From an optimization exercise on the open Yosys and OpenROAD flow, aimed at small area; shortcuts taken in it are not production practice. In this exercise RTL edits were held to simulation tests only and were not proved equivalent to the original. No activity file was given, so power comes from the tool's default toggle rates.

## run A
// top_level
module top_level(
                rst,
                CLK100MHZ,
                i_switch,
                o_led,
                o_tx,
                o_rx
                );
Size: about 1600 cells after synthesis, ~16 I/O pins, roughly 24000 um^2 of cells after synthesis.
Settings: LEC_CHECK=0, ABC_AREA=1, CAP_MARGIN=20, CORE_MARGIN=2, CORE_UTILIZATION=75, CTS_BUF_LIST=sky130_fd_sc_hd__clkbuf_8, CTS_CLUSTER_DIAMETER=80, CTS_CLUSTER_SIZE=14, SLEW_MARGIN=20; clock period 10.0 ns.
standard.sh (not shown) runs the stock make flow with config.mk's settings and CLKGATE_MAP_FILE= SYNTH_SCRIPT=/design/flow/synth_recipe.tcl, a recipe that flattens the netlist after the stock synthesis.
==> flow/flow/run.sh <==
#!/bin/bash
# Layout flow: the standard flow with these changes:
# - synthesis skips the quick "abc -fast" pass at the end of Yosys's fine
#   stage, so that extract_fa sees the full adders of the RTL as written
#   (abc -fast restructures them and extract_fa then surrounds the adders it
#   finds with inverters);
# - the final technology mapping uses flow/abc_map.script, an area-oriented
#   ABC script, instead of ORFS's abc_area.script;
# - after synthesis, flow/bubble.py moves inverters across full-adder cells
#   (a full adder is self-dual), which removes some inverters; registers and
#   all other cells are untouched;
# - ports are buffered with sky130_fd_sc_hd__buf_1 instead of the delay
#   buffer buffer_ports picks by default.
# Everything else, including the naming and flattening of synth_recipe.tcl and
# all steps after synthesis, is the standard flow.
set -euo pipefail
W=$PWD
ABC_SCRIPT="$W/flow/abc_map.script"
R="$W/orfs/results/$FLOW_PLATFORM/top_level/base"
sed -e 's/synth -top \$::env(DESIGN_NAME) -run fine: {\*}\$synth_full_args/synth -top $::env(DESIGN_NAME) -run fine: -noabc {*}$synth_full_args/' \
    -e "s#^source \$::env(SCRIPTS_DIR)/synth_preamble.tcl\$#&\nset my_i [expr {[lsearch \$abc_args -script] + 1}]\nset abc_args [lreplace \$abc_args \$my_i \$my_i $ABC_SCRIPT]#" \
    "$FLOW_HOME/scripts/synth.tcl" > "$W/synth_custom.tcl"
grep -q -- '-run fine: -noabc' "$W/synth_custom.tcl" || { echo "could not patch synth.tcl (abc -fast)" >&2; exit 1; }
grep -q -- "$ABC_SCRIPT" "$W/synth_custom.tcl" || { echo "could not patch synth.tcl (abc script)" >&2; exit 1; }
sed "s#source \$::env(SCRIPTS_DIR)/synth.tcl#source $W/synth_custom.tcl#" synth_recipe.tcl > "$W/synth_recipe_custom.tcl"
grep -q "synth_custom.tcl" "$W/synth_recipe_custom.tcl" || { echo "could not patch synth_recipe.tcl" >&2; exit 1; }
MAKEVARS=(SYNTH_SCRIPT="$W/synth_recipe_custom.tcl" BUFFER_PORTS_ARGS="-buffer_cell sky130_fd_sc_hd__buf_1")
bash standard.sh "${MAKEVARS[@]}" "$R/1_2_yosys.v" > "$W/flow_synth.log" 2>&1
cp "$R/1_2_yosys.v" "$W/1_2_yosys_before_bubble.v"
python3 "$W/flow/bubble.py" "$W/1_2_yosys_before_bubble.v" "$R/1_2_yosys.v" > "$W/bubble.log" 2>&1
bash standard.sh "${MAKEVARS[@]}" finish > "$W/flow_make.log" 2>&1
Other scripts of this flow, unchanged in this note and not shown: flow/flow/abc_map.script, flow/flow/bubble.py
Having completed the whole flow, run A delivered a layout that passed the timing, DRC and antenna checks.
Changes in run B relative to run A:
-- flow/config.mk --
<<< run A, line 10
export CORE_MARGIN = 2
export CORE_UTILIZATION = 75
export CTS_BUF_LIST = sky130_fd_sc_hd__clkbuf_8
export CTS_CLUSTER_DIAMETER = 80
export CTS_CLUSTER_SIZE = 14
export SLEW_MARGIN = 20
>>> run B, line 10
export CORE_MARGIN = 2
export CORE_UTILIZATION = 85
export CTS_BUF_LIST = sky130_fd_sc_hd__clkbuf_8
export CTS_CLUSTER_DIAMETER = 60
export CTS_CLUSTER_SIZE = 18
export SLEW_MARGIN = 20
==> comparison <==
- Run B did not finish; a tool error ended it in clock tree synthesis.
- Re number of buffers on the longest clock path: no difference whatsoever between run A and run B.
- Cell count after synthesis came out exactly the same in run B and run A.
- Horizontal extent of the die (run B vs. run A) decreases by a few percent
- Reported for run B and run A, count of clock tree sinks turned out identical to the last digit.
- On effective utilization at floorplan, the higher figure sits with run B, not run A.
- The higher detailed placement HPWL of run B and run A is in run B.
- Placed cell count, run B and run A: lower on run B
- Run B vs run A: vertical die dimension down by a few percent
- As far as post-synth net total goes, run A and run B are indistinguishable; the numbers are identical.
For run C, these inputs were changed with respect to run B:
-- flow/config.mk --
<<< run B, line 10
export CORE_MARGIN = 2
export CORE_UTILIZATION = 85
export CTS_BUF_LIST = sky130_fd_sc_hd__clkbuf_8
>>> run C, line 10
export CORE_MARGIN = 2
export CORE_UTILIZATION = 75
export CTS_BUF_LIST = sky130_fd_sc_hd__clkbuf_8
In the metrics for run C and run B, the one carrying the higher post-placement worst setup slack is run C. The synthesized cell count of run B and that of run C are within noise of each other. Diff run B -> run C: number of placed instances with taps included went up by 24, placed cell area was more or less identical. Row number of cell rows: run C higher / run B lower. Going from run B to run C, effective utilization at floorplan went down 10 points, die boundary width grew by 11 um. The higher number of buffers inserted to repair setup after CTS of run C and run B is in run B. Quantity of gates resized following cts: run C lower than run B. Run C completed end to end with timing, DRC and antenna clean.
Here is what was changed in the inputs of run D compared with run C.
-- flow/config.mk --
<<< run C, line 11
export CORE_UTILIZATION = 75
export CTS_BUF_LIST = sky130_fd_sc_hd__clkbuf_8
export CTS_CLUSTER_DIAMETER = 60
export CTS_CLUSTER_SIZE = 18
export SLEW_MARGIN = 20
>>> run D, line 11
export CORE_UTILIZATION = 75
export CTS_BUF_LIST = sky130_fd_sc_hd__clkbuf_16
export CTS_CLUSTER_DIAMETER = 60
export CTS_CLUSTER_SIZE = 28
export SLEW_MARGIN = 20
--- outcome ---
- No stage failed in run D, and the final checks on the layout all came back clean.
- From run C to run D the numbers moved as follows: via count +505, number of cells on the critical path +1, switching power total +about 11%.
- Diff run C -> run D: sequential share of layout area decreased by 1.2 points relative to the old numbers, met3 routing resource usage after global routing increased by 0.66 points relative to the old numbers, setup skew after layout increased by 0.016 ns relative to the old numbers.
- Hold slack: run D < run C
- Wire length of the first global-routing pass, run D vs run C: up by a few percent
- Diff run C -> run D | cell area after layout | increase of about 2%
[inputs] run E vs run D
-- flow/config.mk --
<<< run D, line 11
export CORE_UTILIZATION = 75
export CTS_BUF_LIST = sky130_fd_sc_hd__clkbuf_16
export CTS_CLUSTER_DIAMETER = 60
export CTS_CLUSTER_SIZE = 28
export SLEW_MARGIN = 20
>>> run E, line 11
export CORE_UTILIZATION = 75
export CTS_BUF_LIST = sky130_fd_sc_hd__clkbuf_8
export CTS_CLUSTER_DIAMETER = 70
export CTS_CLUSTER_SIZE = 20
export SLEW_MARGIN = 20
Findings:
- Row area growth from synthesis to layout: run E lower / run D higher
- Looking at fraction of power consumed by combinational cells, run E sits 0.3 points higher than run D does.
- Diff run D -> run E: power lost 0.00046 W, portion of the layout cell area used by clock cells lost 1.7 points, worst path setup slack after routing lost 0.038 ns.
- As far as maximum clock insertion buffer count goes, run E and run D are indistinguishable; the numbers are identical.
- Number of antenna violations at the first check in global routing (run E over run D): decrease, 4
- Run D → run E: met2 usage decreased 6.7 points; final count of pins violating max slew essentially unchanged; number of buffers added to fix hold violations after cts essentially unchanged; final instance area decreased about 1.8%.

separate check: timing with driven ports:
The flow's constraints put no driver on any port. The routed layouts listed below were extracted and timed again, unchanged, in two steps.
Step 1 sets driving cells, clkbuf_16 on the clock port and buf_2 on the other inputs (assumed; they add their load-dependent delay and slew).
Step 2 also shifts input and output timing later by t, the mid clock arrival at the registers, as if the neighbouring blocks saw the same clock.
Slacks: ideal ports / drivers / drivers and shift; pairs: ideal ports / drivers.
run	t (ns)	slack for setup (ns)	hold WS [ns]
run A	0.697	0.314 / 0.314 / 0.314	0.311 / 0.311 / 0.311
run C	0.682	0.340 / 0.340 / 0.340	0.326 / 0.326 / 0.326
run D	0.619	0.395 / 0.395 / 0.395	0.306 / 0.306 / 0.306
run E	0.660	0.357 / 0.357 / 0.357	0.327 / 0.327 / 0.327
After both steps setup and hold are still met in every run listed.
